From an optimization exercise on the open Yosys and OpenROAD flow, aimed at a short achievable clock period and few clock cycles; shortcuts taken in it are not production practice. RTL that was checked went through simulation tests only; none was proved equivalent to the original. Power is estimated from default activity; no workload was simulated.

## rev 12
// srisc_top
module srisc_top(clk, reset, sw, ledr, halt, ram_addr, ram_write, ram_din, ram_dout);
	input clk, reset;
	input [7:0] sw;
	output reg [7:0] ledr;
	output reg halt;
	output [7:0] ram_addr;
	output ram_write;
	output [15:0] ram_din;
	input [15:0] ram_dout;
	function automatic [15:0] add16(input [15:0] a, input [15:0] b, input cin);
		reg [15:0] g, p, G, P, Gn, Pn;
		integer i, d;
		begin
			g = a & b; p = a ^ b;
			G = g; P = p;
			G[0] = g[0] | (p[0] & cin);
			for (d = 1; d < 16; d = d * 2) begin
				Gn = G; Pn = P;
				for (i = d; i < 16; i = i + 1) begin
					Gn[i] = G[i] | (P[i] & G[i-d]);
					Pn[i] = P[i] & P[i-d];
				end
				G = Gn; P = Pn;
			end
			add16 = p ^ {G[14:0], cin};
		end
	endfunction
	function automatic [8:0] add9(input [8:0] a, input [8:0] b);
		reg [8:0] g, p, G, P, Gn, Pn;
		integer i, d;
		begin
			g = a & b; p = a ^ b;
			G = g; P = p;
			for (d = 1; d < 9; d = d * 2) begin
				Gn = G; Pn = P;
  ...
Size: ~3600 cells after synthesis, ~60 I/O pins, ~31000 sq um of cells after synthesis.
Settings: LEC_CHECK=0, ABC_CLOCK_PERIOD_IN_PS=1500, CAP_MARGIN=20, CORE_MARGIN=2, CORE_UTILIZATION=40, SETUP_SLACK_MARGIN=1.8, SLEW_MARGIN=20; clock period 5.0 ns.
run.sh (not shown) runs the stock make flow with config.mk's settings and CLKGATE_MAP_FILE= SYNTH_SCRIPT=/design/flow/synth_recipe.tcl, a recipe that flattens the netlist after the stock synthesis.
Rev 12 | status: complete | timing, DRC, antenna: pass
Relative to rev 12, the following input files were edited for rev 13:
--- a/flow/design.v
+++ b/flow/design.v
@@ -241,42 +241,47 @@
 			bt_t1 = bt_t1 | ({8{bt_hv[bi]}} & bt_tgt1[bi]);
 		end
 	end
 	wire bt_hit = pf_v & (|bt_hv);
 	wire sel_e = kill_e | e_redir | skill_d;
 	wire [7:0] nfa  = kill_e ? e_pc  : e_redir ? e_tsel  : d_pc;
 	wire [7:0] nfa1 = kill_e ? e_pc1 : e_redir ? e_tsel1 : d_pc1;
-	wire [7:0] nfs  = sel_e ? nfa  : pf_v ? pai : pcf;
-	wire [7:0] nfs1 = sel_e ? nfa1 : pf_v ? pcf : pcf + 8'd1;
+	wire pri = sel_e | dstall;
 	reg [7:0] nfb, nfb1;
 	reg sqb;
 	always_comb begin
 		sqb = 1'b1;
 		if (sel_e) begin
 			nfb = nfa; nfb1 = nfa1;
+		end else if (dstall) begin
+			if (pf_v) begin
+				nfb = pai; nfb1 = pcf;
+			end else begin
+				nfb = pcf; nfb1 = pcf + 8'd1; sqb = 1'b0;
+			end
 		end else if (d_redir7) begin
 			nfb = d_tgt7; nfb1 = d_tgt71;
 		end else if (bt_hit) begin
 			nfb = bt_t; nfb1 = bt_t1; sqb = 1'b0;
 		end else begin
 			nfb = pcf; nfb1 = pcf + 8'd1; sqb = 1'b0;
 		end
 	end
-	wire gate = ~sel_e & d_v;
+	wire gate = ~pri & d_v;
 	wire use_tgt = gate & ~d_btb;     
 	wire use_undo = gate & d_btb;     
 	wire [7:0] nfT  = use_tgt ? d_tgt : nfb;
 	wire [7:0] nfT1 = use_tgt ? d_tgt1 : nfb1;
 	wire [7:0] nfN  = use_undo ? d_pc1 : nfb;
 	wire [7:0] nfN1 = use_undo ? d_pc2 : nfb1;
-	wire [7:0] nf  = dstall ? nfs  : d_pt ? nfT : nfN;
-	wire [7:0] nf1 = dstall ? nfs1 : d_pt ? nfT1 : nfN1;
+	wire [7:0] nf  = d_pt ? nfT : nfN;
+	wire [7:0] nf1 = d_pt ? nfT1 : nfN1;
 	wire sqT = sqb | use_tgt;
 	wire sqN = sqb | use_undo;
-	wire squash = dstall ? (sel_e | pf_v) : d_pt ? sqT : sqN;
+	wire squash = d_pt ? sqT : sqN;
 	wire lw_we = lw_v & ~(w_we & (w_rd == lw_rd));
 	always_ff @(posedge clk) begin
 		if (w_we) R[w_rd] <= w_res;
 		if (lw_we) R[lw_rd] <= lw_data;
 		w_res <= res;
 		w_rd <= e_wrd;
 		if (ex & e_cmp) begin
@@ -370,15 +375,15 @@
 			led_w <= 1'b0;
 		end else begin
 			led_w <= ex_st;
 			pw <= ex_stram;
 			pw_n <= ~ex_stram;
 			pf_v <= ~ex_port;
 			pl_v <= ex_ld;
-			d_v <= dstall ? d_ok : d_pt ? (pf_v & ~sqT) : (pf_v & ~sqN);
+			d_v <= d_pt ? (d_wait | (pf_v & ~sqT)) : (d_wait | (pf_v & ~sqN));
 			d_hold <= d_wait;
 			lw_v <= pl_v & ~(we_e & (e_wrd == pl_rd));
 			e_v <= d_go;
 			w_we <= we_e;
 			if ((ex & e_halt) | (d_ok & ~d_hold & (Ir[15:13] == 3'b111) & ~ex_st)) halt <= 1'b1;
 		end
 	end
[summary]
[rev 13] total wire length after detailed routing fell about 1.6% relative to rev 12. Remaining max-slew budget at the tightest pin sits higher in rev 13 than in rev 12. Non-clock buffer count in rev 13 vs rev 12: up 56. Fraction of the mapped netlist area in adder cells: rev 12 vs rev 13, no meaningful difference. Compared with rev 12, rev 13 shows a lower sequential cell fraction of total power. Lower compound-cell area share of the yosys netlist among rev 13 and rev 12: rev 12. Diff rev 12 -> rev 13: fraction of standard cell area that is sequential moved down, clock skew moved up.
Function was not checked in any run of this note: the RTL went through the layout flow alone.

* * *

Another version of the RTL of srisc_top (not shown whole).
Size in the first run: about 3500 cells after synthesis, about 530 flip-flops, about 31000 µm² of cells after synthesis.
make LEC_CHECK=0 ABC_CLOCK_PERIOD_IN_PS=1500 CAP_MARGIN=20 CORE_MARGIN=2 CORE_UTILIZATION=40 SETUP_SLACK_MARGIN=2.5 SLEW_MARGIN=20 finish   # period 5.0 ns
Testbench counts at the start, summed over its fixed seeds: cycles 43,063.
Rerun with:
--- a/flow/design.v
+++ b/flow/design.v
@@ -45,14 +45,24 @@
 	function automatic [7:0] add8(input [7:0] a, input [7:0] b);
 		reg [8:0] r;
 		begin
 			r = add9({1'b0, a}, {1'b0, b});
 			add8 = r[7:0];
 		end
 	endfunction
+	function automatic [7:0] addcs8(input [7:0] a, input [7:0] b);
+		reg [4:0] lo;
+		reg [3:0] h0, h1;
+		begin
+			lo = {1'b0, a[3:0]} + {1'b0, b[3:0]};
+			h0 = a[7:4] + b[7:4];
+			h1 = a[7:4] + b[7:4] + 4'd1;
+			addcs8 = {lo[4] ? h1 : h0, lo[3:0]};
+		end
+	endfunction
 	reg [7:0] pa;           
 	reg pw;                 
 	reg [7:0] pa_n;
 	reg pw_n;
 	wire [7:0] pai = ~pa_n;
 	wire pwi = ~pw_n;
 	reg [15:0] pd;          
@@ -203,16 +213,16 @@
 			3'b100: d_bt = lt_now | z_now;
 			default: d_bt = Ir[7];
 		endcase
 	end
 	wire d_z8 = (Ir[7:0] == 8'd0);
 	wire d_pt = ~d_hold & ~d_z8 & ((r_bcc & d_bt) | r_bl);
 	wire d_redir7 = d_v & ~d_btb & d_bx7;
-	wire [7:0] d_tgt  = add8(d_pc1r, Ir[7:0]);
-	wire [7:0] d_tgt1 = add8(d_pc2r, Ir[7:0]);
+	wire [7:0] d_tgt  = addcs8(d_pc1r, Ir[7:0]);
+	wire [7:0] d_tgt1 = addcs8(d_pc2r, Ir[7:0]);
 	wire [7:0] d_tgt7  = op2[1] ? d_pc1 : R7b;
 	wire [7:0] d_tgt71 = op2[1] ? d_pc2 : R7b1;
 	wire e_early = e_v & e_wr & ~e_add;
 	wire [15:0] rA = rsel(seln);
 	wire [15:0] rB = rsel(selm);
 	wire [15:0] rC = rsel(seld);
 	wire [1:0] d_sh = (is_movi | is_br) ? 2'b00 : I[4:3];
@@ -264,16 +274,22 @@
 	wire gate = ~sel_e & d_v;
 	wire use_tgt = gate & ~d_btb;     
 	wire use_undo = gate & d_btb;     
 	wire [7:0] nfT  = use_tgt ? d_tgt : nfb;
 	wire [7:0] nfT1 = use_tgt ? d_tgt1 : nfb1;
 	wire [7:0] nfN  = use_undo ? d_pc1 : nfb;
 	wire [7:0] nfN1 = use_undo ? d_pc2 : nfb1;
-	wire [7:0] nf  = dstall ? nfs  : d_pt ? nfT : nfN;
-	wire [7:0] nf1 = dstall ? nfs1 : d_pt ? nfT1 : nfN1;
+	wire [7:0] nfNs  = dstall ? nfs  : nfN;
+	wire [7:0] nfNs1 = dstall ? nfs1 : nfN1;
+	wire [7:0] nf  = d_pt ? nfT : nfNs;
+	wire [7:0] nf1 = d_pt ? nfT1 : nfNs1;
+	wire [7:0] paT  = ex_port ? addr9[7:0] : nfT;
+	wire [7:0] paN  = ex_port ? addr9[7:0] : nfNs;
+	wire [7:0] pcfT = ex_port ? nfT : nfT1;
+	wire [7:0] pcfN = ex_port ? nfNs : nfNs1;
 	wire sqT = sqb | use_tgt;
 	wire sqN = sqb | use_undo;
 	wire squash = dstall ? (sel_e | pf_v) : d_pt ? sqT : sqN;
 	wire lw_we = lw_v & ~(w_we & (w_rd == lw_rd));
 	always_ff @(posedge clk) begin
 		if (w_we) R[w_rd] <= w_res;
 		if (lw_we) R[lw_rd] <= lw_data;
@@ -287,23 +303,17 @@
 		led_a <= addr9;
 		led_d <= stdata[7:0];
 		if (led_w & (led_a == 9'h100)) ledr <= led_d;
 		pd <= stdata;
 		pl_rd <= e_wrd;
 		pl_ram <= ~addr9[8];
 		pl_a9 <= addr9;
-		if (ex_port) begin
-			pa <= addr9[7:0];
-			pa_n <= ~addr9[7:0];
-			pcf <= nf;
-		end else begin
-			pa <= nf;
-			pa_n <= ~nf;
-			pcf <= nf1;
-		end
+		pa <= d_pt ? paT : paN;
+		pa_n <= d_pt ? ~paT : ~paN;
+		pcf <= d_pt ? pcfT : pcfN;
 		for (bi = 0; bi < NBT; bi = bi + 1)
 			if (pwi & (bt_tag[bi] == pai)) bt_v[bi] <= 1'b0;
 		if (ex & e_ins) begin
 			bt_v[bt_ptr] <= 1'b1;
 			bt_tag[bt_ptr] <= e_pc;
 			bt_tgt[bt_ptr] <= e_tgt;
 			bt_tgt1[bt_ptr] <= e_tgt1;
Result: Global-route usage rises by 0.91 points; total power falls by 0.93%; routed wire length barely changes; design area rises by 1.3%; die area rises by 1.6%; via count falls by 1.8%; non-clock buffer count rises by 22; register-to-register slack loses 0.13 ns; hold slack is about the same.
For the second run of this note, only the layout was checked, not whether the RTL still works.

[port drivers added, routing unchanged]
The results above use ideal ports. As a check the final layouts listed here were re-extracted and re-timed, cells and wires unchanged. Step 1 (the two cells are an assumption about what drives the block):
set clk [get_ports {clk}]
set_driving_cell -lib_cell sky130_fd_sc_hd__clkbuf_16 $clk
set_driving_cell -lib_cell sky130_fd_sc_hd__buf_2 [delete_from_list [all_inputs] $clk]
Step 2 times the ports against the registers' clock, not the clock port: input delays grow and output delays shrink by t, the midpoint of the rising clock arrivals with the driver on. Slacks: ideal ports / drivers / drivers and shift; pairs: ideal ports / drivers.
run | t, ns | setup slack, ns | latest minus earliest clock arrival (ns) | worst data-port slew with drivers (ns) | pins driven straight from the clock port
rev 12 | 0.699 | 1.757 / 1.753 / 1.054 | 0.041 / 0.041 | 0.12 | 1
rev 13 | 0.714 | 1.016 / 1.016 / 0.818 | 0.044 / 0.043 | 0.13 | 1
the first run of note 2 | 0.752 | 1.734 / 1.734 / 1.052 | 0.070 / 0.071 | 0.08 | 1
the second run of note 2 | 0.720 | 1.605 / 1.605 / 1.022 | 0.041 / 0.041 | 0.13 | 1
After both steps every run listed still meets setup and hold. For rev 12, which loses most, drivers alone change the setup slack by -0.004 ns; drivers and shift together by -0.703 ns.
